What follows belongs to an exercise in optimizing a design on an open flow for small area and a short achievable clock period; a production flow would make more cautious choices. In this exercise RTL edits were held to simulation tests only and were not proved equivalent to the original. Power is estimated from default activity; no workload was simulated.

Design TLB, start of the top module:
module TLB(
    input clk,
    input reset,
    output io_req_ready,
    input  io_req_valid,
    input [6:0] io_req_bits_asid,
    input [27:0] io_req_bits_vpn,
    input  io_req_bits_passthrough,
    input  io_req_bits_instruction,
    input  io_req_bits_store,
    output io_resp_miss,
    output[19:0] io_resp_ppn,
    output io_resp_xcpt_ld,
    output io_resp_xcpt_st,
    output io_resp_xcpt_if,
    output[7:0] io_resp_hit_idx,
    input  io_ptw_req_ready,
    output io_ptw_req_valid,
    output[26:0] io_ptw_req_bits_addr,
    output[1:0] io_ptw_req_bits_prv,
    output io_ptw_req_bits_store,
    output io_ptw_req_bits_fetch,
    input  io_ptw_resp_valid,
    input  io_ptw_resp_bits_error,
    input [19:0] io_ptw_resp_bits_pte_ppn,
    input [2:0] io_ptw_resp_bits_pte_reserved_for_software,
    input  io_ptw_resp_bits_pte_d,
    input  io_ptw_resp_bits_pte_r,
    input [3:0] io_ptw_resp_bits_pte_typ,
    input  io_ptw_resp_bits_pte_v,
    input  io_ptw_status_sd,
    input [30:0] io_ptw_status_zero2,
    input  io_ptw_status_sd_rv32,
    input [8:0] io_ptw_status_zero1,
    input [4:0] io_ptw_status_vm,
    input  io_ptw_status_mprv,
    input [1:0] io_ptw_status_xs,
    input [1:0] io_ptw_status_fs,
    input [1:0] io_ptw_status_prv3,
    input  io_ptw_status_ie3,
    input [1:0] io_ptw_status_prv2,
    input  io_ptw_status_ie2,
    input [1:0] io_ptw_status_prv1,
    input  io_ptw_status_ie1,
    input [1:0] io_ptw_status_prv,
    input  io_ptw_status_ie,
    input  io_ptw_invalidate
);
For scale: about 200 I/O pins.
export LEC_CHECK = 0
export CAP_MARGIN = 20
export CORE_MARGIN = 2
export CORE_UTILIZATION = 40
export PLACE_DENSITY = 0.8
export SETUP_SLACK_MARGIN = 1.9
export SLEW_MARGIN = 20
export SYNTH_HIERARCHICAL = 1
create_clock -name core_clock -period 6.5 [get_ports {clk}]
standard.sh (not shown) runs the stock make flow with config.mk's settings and CLKGATE_MAP_FILE= SYNTH_SCRIPT=/design/flow/synth_recipe.tcl, a recipe that flattens the netlist after the stock synthesis.
==> flow/flow/run.sh <==
#!/bin/bash
# The standard layout flow, except that:
#  - the buffers put on the input and output ports are sky130_fd_sc_hd__buf_1
#    cells instead of the default delay buffer (timing repair resizes the ones
#    on critical paths);
#  - clock tree synthesis uses clkbuf_8 buffers for clusters of up to 16
#    flip-flops and inserts no dummy loads;
#  - after global routing, cells on paths with the most slack are downsized
#    (ORFS power recovery on 70% of the paths with positive slack).
# The full output of the flow goes to standard.log in the folder this runs in.
set -euo pipefail
export BUFFER_PORTS_ARGS="-buffer_cell sky130_fd_sc_hd__buf_1"
export CTS_ARGS="-sink_clustering_enable -repair_clock_nets -dont_use_dummy_load -buf_list sky130_fd_sc_hd__clkbuf_8 -sink_clustering_size 16 -sink_clustering_max_diameter 70"
export RECOVER_POWER=70
bash standard.sh > standard.log 2>&1
The baseline finished with capacitance limit, slew limit left.
Edit:
==> flow/run.sh (new file) <==
#!/bin/bash
# synth_recipe.tcl (not shown) runs the flow's synth.tcl, then flattens the netlist and writes it again
# the make line also repeats each setting of config.mk as NAME=value (left out here)
make -C /OpenROAD-flow-scripts/flow DESIGN_CONFIG=/design/flow/config.mk WORK_HOME=/design/flow/orfs CLKGATE_MAP_FILE= SYNTH_SCRIPT=/design/flow/synth_recipe.tcl finish
- CTS_BUF_LIST: unset -> sky130_fd_sc_hd__clkbuf_8 sky130_fd_sc_hd__clkbuf_16
- CTS_CLUSTER_DIAMETER: unset -> 100
- CTS_CLUSTER_SIZE: unset -> 20
- PLACE_DENSITY: 0.8 -> unset
- SETUP_SLACK_MARGIN: 1.9 -> 2.8
removed: flow/flow/run.sh
removed: flow/standard.sh
Effect:
- The changed run produced a clean layout
- hold slack degrades by 0.016 ns
- maximum frequency rose by 11%
- combinational power increases by 38%
- first-iteration DRC count decreases by 15%
- non-clock buffer count went up by 97
- design area increases by 13%
- total power rose by 9.0%
- clock-buffer cell count decreases by 9

* * *

TLB, a different RTL version from the one above (not shown whole).
For scale: roughly 200 I/O pins.
export LEC_CHECK = 0
export CAP_MARGIN = 20
export CORE_MARGIN = 2
export CORE_UTILIZATION = 65
export PLACE_DENSITY = 0.75
export SETUP_SLACK_MARGIN = 2.8
export SLEW_MARGIN = 20
create_clock -name core_clock -period 6.5 [get_ports {clk}]
run.sh (not shown) runs the stock make flow with config.mk's settings and CLKGATE_MAP_FILE= SYNTH_SCRIPT=/design/flow/synth_recipe.tcl, a recipe that flattens the netlist after the stock synthesis.
Stock flow here: none of the scripts above is used.
The baseline produced a clean layout.
==> next run, changes <==
--- a/flow/config.mk
+++ b/flow/config.mk
@@ -7,6 +7,9 @@
 export LEC_CHECK = 0
+export ABC_AREA = 1
 export CAP_MARGIN = 20
 export CORE_MARGIN = 2
-export CORE_UTILIZATION = 65
-export PLACE_DENSITY = 0.75
+export CORE_UTILIZATION = 40
+export CTS_BUF_LIST = sky130_fd_sc_hd__clkbuf_8 sky130_fd_sc_hd__clkbuf_16
+export CTS_CLUSTER_DIAMETER = 100
+export CTS_CLUSTER_SIZE = 20
 export SETUP_SLACK_MARGIN = 2.8
After rerunning: Clock-buffer cell count falls by 34. Utilization came out lower by 31 points. Routed wire length goes up by well over a third. Total power drops by a few percent. Area after synthesis is higher by about a fifth. Non-clock buffer count goes up by 126. Worst setup slack is better by 480 ps. Clock power shrinks by about a fifth.
==> next run, changes <==
==> flow/config.mk (replaced) <==
export PLATFORM = sky130hd
export DESIGN_NAME = TLB
export DESIGN_NICKNAME = TLB
export VERILOG_FILES = /design/flow/design.v
export SDC_FILE = /design/flow/constraint.sdc
export NUM_CORES = 4
export LEC_CHECK = 0
export CAP_MARGIN = 20
export CORE_MARGIN = 2
export CORE_UTILIZATION = 40
export SLEW_MARGIN = 20
The new run completed with no timing, DRC or antenna violations.
Via count falls by 43%.
Core utilization falls by 6.6 points.
Wire length went down by 46%.
Final area falls by 25%.
Setup slack degrades by 1600 ps.
Sequential power shrinks by about 1%.
Final cell count falls by 42%.
Combinational power fell by 54%.
Non-clock buffer count drops by 262.
Synthesized area goes down by 15%.

* * *

Setup of run A:
TLB, a different RTL version from the one above (not shown whole).
For scale: about 1400 cells after synthesis, ~540 flip-flops, about 23000 um^2 of cells after synthesis.
export LEC_CHECK = 0
export CAP_MARGIN = 5
export CORE_MARGIN = 2
export CORE_UTILIZATION = 40
export PLACE_DENSITY = 0.8
export SETUP_SLACK_MARGIN = 2.0
export SLEW_MARGIN = 5
export SYNTH_HIERARCHICAL = 1
create_clock -name core_clock -period 6.5 [get_ports {clk}]
standard.sh (not shown) runs the stock make flow with config.mk's settings and CLKGATE_MAP_FILE= SYNTH_SCRIPT=/design/flow/synth_recipe.tcl, a recipe that flattens the netlist after the stock synthesis.
==> flow/flow/run.sh <==
#!/bin/bash
# The standard layout flow, except that:
#  - the buffers put on the input and output ports are sky130_fd_sc_hd__buf_1
#    cells instead of the default delay buffer (timing repair resizes the ones
#    on critical paths);
#  - clock tree synthesis uses clkbuf_8 buffers for clusters of up to 16
#    flip-flops and inserts no dummy loads.
# The full output of the flow goes to standard.log in the folder this runs in.
set -euo pipefail
export BUFFER_PORTS_ARGS="-buffer_cell sky130_fd_sc_hd__buf_1"
export CTS_ARGS="-sink_clustering_enable -repair_clock_nets -dont_use_dummy_load -buf_list sky130_fd_sc_hd__clkbuf_8 -sink_clustering_size 16 -sink_clustering_max_diameter 70"
bash standard.sh > standard.log 2>&1
What run B does differently from run A at the input level:
--- a/flow/config.mk
+++ b/flow/config.mk
@@ -7,8 +7,10 @@
 export LEC_CHECK = 0
-export CAP_MARGIN = 5
+export CAP_MARGIN = 20
 export CORE_MARGIN = 2
 export CORE_UTILIZATION = 40
-export PLACE_DENSITY = 0.8
-export SETUP_SLACK_MARGIN = 2.0
-export SLEW_MARGIN = 5
+export CTS_BUF_LIST = sky130_fd_sc_hd__clkbuf_8 sky130_fd_sc_hd__clkbuf_16
+export CTS_CLUSTER_DIAMETER = 100
+export CTS_CLUSTER_SIZE = 20
+export SETUP_SLACK_MARGIN = 1.8
+export SLEW_MARGIN = 20
 export SYNTH_HIERARCHICAL = 1
Notes after the runs:
Going from run A to run B, critical path depth went down 1; number of standard cells in the layout, taps in and fillers out held.
On final area, the higher figure sits with run A, not run B.
What run C does differently from run B at the input level:
--- a/flow/config.mk
+++ b/flow/config.mk
@@ -10,6 +10,4 @@
 export CORE_UTILIZATION = 40
-export CTS_BUF_LIST = sky130_fd_sc_hd__clkbuf_8 sky130_fd_sc_hd__clkbuf_16
-export CTS_CLUSTER_DIAMETER = 100
-export CTS_CLUSTER_SIZE = 20
-export SETUP_SLACK_MARGIN = 1.8
+export PLACE_DENSITY = 0.8
+export SETUP_SLACK_MARGIN = 2.0
 export SLEW_MARGIN = 20
### Flow results
Compare run C and run B | fraction of the cycle the final worst path needs lower: run C. For the minimum clock period, run C came in 0.038 ns lower than run B did. Run B leaves less setup margin than run C. [run C vs run B] post-CTS clock slew at the launch and capture registers of the worst setup and hold paths: higher in run C. Going from run B to run C, number of cells upsized or downsized after cts up 49, routed length per instance down about 2.7%, final area up 0.47%.
For run D, these inputs were changed with respect to run C:
--- a/flow/flow/run.sh
+++ b/flow/flow/run.sh
@@ -6,3 +6,4 @@
 #  - clock tree synthesis uses clkbuf_8 buffers for clusters of up to 16
-#    flip-flops and inserts no dummy loads.
+#    flip-flops and inserts no dummy loads;
+#  - timing-driven global placement weights critical nets more strongly.
 # The full output of the flow goes to standard.log in the folder this runs in.
@@ -11,2 +12,3 @@
 export CTS_ARGS="-sink_clustering_enable -repair_clock_nets -dont_use_dummy_load -buf_list sky130_fd_sc_hd__clkbuf_8 -sink_clustering_size 16 -sink_clustering_max_diameter 70"
+export GLOBAL_PLACEMENT_ARGS="-timing_driven_net_weight_max 4 -timing_driven_nets_percentage 20"
 bash standard.sh > standard.log 2>&1
--- a/flow/config.mk
+++ b/flow/config.mk
@@ -10,3 +10,2 @@
 export CORE_UTILIZATION = 40
-export PLACE_DENSITY = 0.8
 export SETUP_SLACK_MARGIN = 2.0
## What came out
Run D vs run C: final area up in run D. Between run D and run C, the maximum frequency does not differ in any meaningful way. Run D reached the end of the flow, and the finished layout is clean on the timing, design-rule and antenna checks. Looking at first-pass GRT wire length, run D sits 2600 um above run C. Measured against each other, run D and run C differ in wire length on met3, the lower figure coming from run D. Higher global-route usage was reported by run D, not run C. Cmp run D vs run C: area added between synthesis and finish higher in run D. Against run C, run D reports a number of clock buffers inserted by TritonCTS that is higher.
#### Input delta (run E over run D)
--- a/flow/flow/run.sh
+++ b/flow/flow/run.sh
@@ -6,4 +6,3 @@
 #  - clock tree synthesis uses clkbuf_8 buffers for clusters of up to 16
-#    flip-flops and inserts no dummy loads;
-#  - timing-driven global placement weights critical nets more strongly.
+#    flip-flops and inserts no dummy loads.
 # The full output of the flow goes to standard.log in the folder this runs in.
@@ -12,3 +11,2 @@
 export CTS_ARGS="-sink_clustering_enable -repair_clock_nets -dont_use_dummy_load -buf_list sky130_fd_sc_hd__clkbuf_8 -sink_clustering_size 16 -sink_clustering_max_diameter 70"
-export GLOBAL_PLACEMENT_ARGS="-timing_driven_net_weight_max 4 -timing_driven_nets_percentage 20"
 bash standard.sh > standard.log 2>&1
--- a/flow/config.mk
+++ b/flow/config.mk
@@ -10,2 +10,5 @@
 export CORE_UTILIZATION = 40
+export CTS_BUF_LIST = sky130_fd_sc_hd__clkbuf_8 sky130_fd_sc_hd__clkbuf_16
+export CTS_CLUSTER_DIAMETER = 100
+export CTS_CLUSTER_SIZE = 20
 export SETUP_SLACK_MARGIN = 2.0
Findings:
- The run showing the greater largest clock skew in the final design is run E.
- Run E vs. run D: post-layout total power did not really move, clock buffer instance count of the final layout went up, clock-pin slew on the worst setup and hold paths went down, clock power did not really move.

* * *

TLB with an RTL version that a note above also has.
For scale: about 540 flip-flops, roughly 200 I/O pins.
==> flow/config.mk <==
export PLATFORM = sky130hd
export DESIGN_NAME = TLB
export DESIGN_NICKNAME = TLB
export VERILOG_FILES = /design/flow/design.v
export SDC_FILE = /design/flow/constraint.sdc
export NUM_CORES = 4
export LEC_CHECK = 0
export CAP_MARGIN = 20
export CORE_MARGIN = 2
export CORE_UTILIZATION = 40
export GPL_ROUTABILITY_DRIVEN = 0
export PLACE_DENSITY = 0.8
export SETUP_SLACK_MARGIN = 1.9
export SLEW_MARGIN = 20
export SYNTH_HIERARCHICAL = 1
==> flow/constraint.sdc <==
create_clock -name core_clock -period 6.5 [get_ports {clk}]
set_input_delay 1.3000 -clock core_clock [delete_from_list [all_inputs] [get_ports {clk}]]
set_output_delay 1.3000 -clock core_clock [all_outputs]
set_load 0.01 [all_outputs]
==> flow/flow/run.sh <==
#!/bin/bash
# The standard layout flow, except that:
#  - the buffers put on the input and output ports are sky130_fd_sc_hd__buf_1
#    cells instead of the default delay buffer (timing repair resizes the ones
#    on critical paths);
#  - clock tree synthesis uses clkbuf_8 buffers for clusters of up to 16
#    flip-flops and inserts no dummy loads.
# The full output of the flow goes to standard.log in the folder this runs in.
set -euo pipefail
export BUFFER_PORTS_ARGS="-buffer_cell sky130_fd_sc_hd__buf_1"
export CTS_ARGS="-sink_clustering_enable -repair_clock_nets -dont_use_dummy_load -buf_list sky130_fd_sc_hd__clkbuf_8 -sink_clustering_size 16 -sink_clustering_max_diameter 70"
bash standard.sh > standard.log 2>&1
The baseline produced a clean layout.
Change:
==> flow/flow/run.sh (replaced) <==
#!/bin/bash
# The standard layout flow, except that the buffers put on the input and output
# ports are sky130_fd_sc_hd__buf_1 cells instead of the default delay buffer;
# timing repair resizes the ones on critical paths. The full output of the
# flow goes to standard.log in the folder this runs in.
set -euo pipefail
export BUFFER_PORTS_ARGS="-buffer_cell sky130_fd_sc_hd__buf_1"
bash standard.sh > standard.log 2>&1
CTS_BUF_LIST = sky130_fd_sc_hd__clkbuf_8 sky130_fd_sc_hd__clkbuf_16   (was unset)
CTS_CLUSTER_DIAMETER = 100   (was unset)
CTS_CLUSTER_SIZE = 20   (was unset)
GPL_ROUTABILITY_DRIVEN = unset   (was 0)
PLACE_DENSITY = unset   (was 0.8)
SETUP_SLACK_MARGIN = 2.8   (was 1.9)
Result:
- The new run passed the timing, design-rule and antenna checks
- power increases by about 8%
- setup slack is better by 0.031 ns
- cell count increases by 2.2%
Change:
==> flow/flow/run.sh (replaced) <==
#!/bin/bash
# The standard layout flow, except that:
#  - the buffers put on the input and output ports are sky130_fd_sc_hd__buf_1
#    cells instead of the default delay buffer (timing repair resizes the ones
#    on critical paths);
#  - clock tree synthesis uses clkbuf_8 buffers for clusters of up to 16
#    flip-flops and inserts no dummy loads.
# The full output of the flow goes to standard.log in the folder this runs in.
set -euo pipefail
export BUFFER_PORTS_ARGS="-buffer_cell sky130_fd_sc_hd__buf_1"
export CTS_ARGS="-sink_clustering_enable -repair_clock_nets -dont_use_dummy_load -buf_list sky130_fd_sc_hd__clkbuf_8 -sink_clustering_size 16 -sink_clustering_max_diameter 70"
bash standard.sh > standard.log 2>&1
CORE_UTILIZATION = 60   (was 40)
CTS_BUF_LIST = unset   (was sky130_fd_sc_hd__clkbuf_8 sky130_fd_sc_hd__clkbuf_16)
CTS_CLUSTER_DIAMETER = unset   (was 100)
CTS_CLUSTER_SIZE = unset   (was 20)
PLACE_DENSITY = 0.85   (was unset)
SETUP_SLACK_MARGIN = 2.1   (was 2.8)
Final area shrinks by 3.4%.
Worst setup slack gets better by 0.022 ns.
Count of clock-buffer cells in the layout grows by 8.
Total power shrinks by 6.8%.
Critical path depth stays the same.
First-iteration DRC count grows by 49%.
Via count grows by 4.5%.
Clock power shrinks by 23%.
Global-route usage grows by 8.5 points.

* * *

== lane 1 ==
TLB, a different RTL version from the one above (not shown whole).
For scale: ~1400 cells after synthesis, about 540 flip-flops, roughly 200 I/O pins, about 22000 um2 of cells after synthesis.
==> flow/design.v (excerpt) <==
module TLB(
    input clk,
    input reset,
    output io_req_ready,
    input  io_req_valid,
    input [6:0] io_req_bits_asid,
    input [27:0] io_req_bits_vpn,
    input  io_req_bits_passthrough,
    input  io_req_bits_instruction,
    input  io_req_bits_store,
    output io_resp_miss,
    output[19:0] io_resp_ppn,
    output io_resp_xcpt_ld,
    output io_resp_xcpt_st,
    output io_resp_xcpt_if,
    output[7:0] io_resp_hit_idx,
    input  io_ptw_req_ready,
    output io_ptw_req_valid,
    output[26:0] io_ptw_req_bits_addr,
    output[1:0] io_ptw_req_bits_prv,
    output io_ptw_req_bits_store,
    output io_ptw_req_bits_fetch,
    input  io_ptw_resp_valid,
    input  io_ptw_resp_bits_error,
    input [19:0] io_ptw_resp_bits_pte_ppn,
    input [2:0] io_ptw_resp_bits_pte_reserved_for_software,
    input  io_ptw_resp_bits_pte_d,
    input  io_ptw_resp_bits_pte_r,
    input [3:0] io_ptw_resp_bits_pte_typ,
    input  io_ptw_resp_bits_pte_v,
    input  io_ptw_status_sd,
    input [30:0] io_ptw_status_zero2,
    input  io_ptw_status_sd_rv32,
    input [8:0] io_ptw_status_zero1,
    input [4:0] io_ptw_status_vm,
    input  io_ptw_status_mprv,
    input [1:0] io_ptw_status_xs,
    input [1:0] io_ptw_status_fs,
    input [1:0] io_ptw_status_prv3,
    input  io_ptw_status_ie3,
    input [1:0] io_ptw_status_prv2,
    input  io_ptw_status_ie2,
    input [1:0] io_ptw_status_prv1,
    input  io_ptw_status_ie1,
    input [1:0] io_ptw_status_prv,
    input  io_ptw_status_ie,
    input  io_ptw_invalidate
);
  reg [1:0]   state;           
  reg [32:0]  refill_tag;      
  reg [2:0]   refill_idx;
  reg         refill_store;
  reg         refill_fetch;
  reg [7:1]   plru;
  reg [7:0]   vb;
  reg [32:0]  tag [0:7];
  reg [19:0]  ppn [0:7];
  reg [7:0]   f_low, f_a, f_ws, f_xs, f_xu, f_nds, f_b;
  wire [1:0] priv = (io_ptw_status_mprv & ~io_req_bits_instruction) ?
                    io_ptw_status_prv1 : io_ptw_status_prv;
  wire priv_s = (priv == 2'h1);
  wire vm_on, vm_a, vm_b;
  g_vm vm0 (.vm3(io_ptw_status_vm[3]), .pt(io_req_bits_passthrough), .mprv(io_ptw_status_mprv),
            .instr(io_req_bits_instruction), .prv1_hi(io_ptw_status_prv1[1]),
  ...
export LEC_CHECK = 0
export CAP_MARGIN = 20
export CORE_MARGIN = 2
export CORE_UTILIZATION = 40
export PLACE_DENSITY = 0.8
export SETUP_SLACK_MARGIN = 2.1
export SLEW_MARGIN = 20
export SYNTH_HIERARCHICAL = 1
create_clock -name core_clock -period 6.5 [get_ports {clk}]
==> flow/flow/run.sh <==
#!/bin/bash
# The standard layout flow, except that:
#  - the buffers put on the input and output ports are sky130_fd_sc_hd__buf_1
#    cells instead of the default delay buffer (timing repair resizes the ones
#    on critical paths);
#  - clock tree synthesis uses clkbuf_8 buffers for clusters of up to 16
#    flip-flops and inserts no dummy loads.
# The full output of the flow goes to standard.log in the folder this runs in.
set -euo pipefail
export BUFFER_PORTS_ARGS="-buffer_cell sky130_fd_sc_hd__buf_1"
export CTS_ARGS="-sink_clustering_enable -repair_clock_nets -dont_use_dummy_load -buf_list sky130_fd_sc_hd__clkbuf_8 -sink_clustering_size 16 -sink_clustering_max_diameter 70"
bash standard.sh > standard.log 2>&1
Lane 1 | status: complete | timing, DRC, antenna: pass
Input changes introduced in lane 2 (baseline for comparison: lane 1):
Settings: SETUP_SLACK_MARGIN changed from 2.1 to 2.0.
==> comparison <==
- Startpoint of the worst setup timing path = io_req_bits_vpn[19]: lane 2; startpoint of the worst setup timing path = io_req_bits_vpn[1]: lane 1
- Lane 2 against lane 1: amount of wire on met3 after detailed routing lost about 7%, design area lost 1000 um2, met1 wire length lost 760 um, maximum vdd drop neither gained nor lost much.
- Per the comparison of lane 2 with lane 1, first-pass GRT wire length fell about 2%, clock share of power was more or less identical, total global routing overflow level.

-- port drivers added, routing unchanged --
In the flow no input, the clock included, has a driving cell. The finished layouts below were timed again as built, in two steps. Step 1 (the two cells are an assumption about what drives the block):
set clk [get_ports {clk}]
set_driving_cell -lib_cell sky130_fd_sc_hd__clkbuf_16 $clk
set_driving_cell -lib_cell sky130_fd_sc_hd__buf_2 [delete_from_list [all_inputs] $clk]
Step 2 adds t to the input delays and takes it off the output delays; t is the mean of the earliest and latest rising clock arrival at the registers after step 1. Input paths then give back, and output paths get back, about the clock's delay inside the block. Slacks: ideal ports / drivers / drivers and shift; pairs: ideal ports / drivers.
run	t (ns)	setup WS [ns]	worst setup path after step 2	worst data-port slew with drivers (ns)	cell pins on the clock port's net
the first run of note 1	0.645	1.406 / 1.375 / 0.875	input to register	0.10	1
the second run of note 1	0.643	1.924 / 1.839 / 1.839	input to output	0.19	1
the first run of note 2	0.640	1.240 / 1.167 / 1.167	input to output	0.10	1
the second run of note 2	0.655	1.716 / 1.653 / 1.653	input to output	0.09	1
the third run of note 2	0.643	0.108 / 0.084 / 0.084	input to output	0.06	1
run A	0.629	1.916 / 1.870 / 1.870	input to output	0.10	1
run B	0.672	1.878 / 1.858 / 1.858	input to output	0.12	1
run C	0.629	1.916 / 1.870 / 1.870	input to output	0.10	1
run D	0.677	1.928 / 1.890 / 1.890	input to output	0.10	1
run E	0.670	1.928 / 1.904 / 1.904	input to output	0.11	1
the first run of note 4	0.647	1.898 / 1.866 / 1.866	input to output	0.11	1
the second run of note 4	0.651	1.929 / 1.901 / 1.901	input to output	0.11	1
the third run of note 4	0.624	1.951 / 1.905 / 1.905	input to output	0.10	1
lane 1	0.661	2.028 / 1.934 / 1.934	input to output	0.14	1
lane 2	0.663	2.007 / 1.975 / 1.975	input to output	0.10	1
The setup slack of the first run of note 1, which loses most, moves by -0.031 ns with the drivers and by -0.531 ns with both steps.
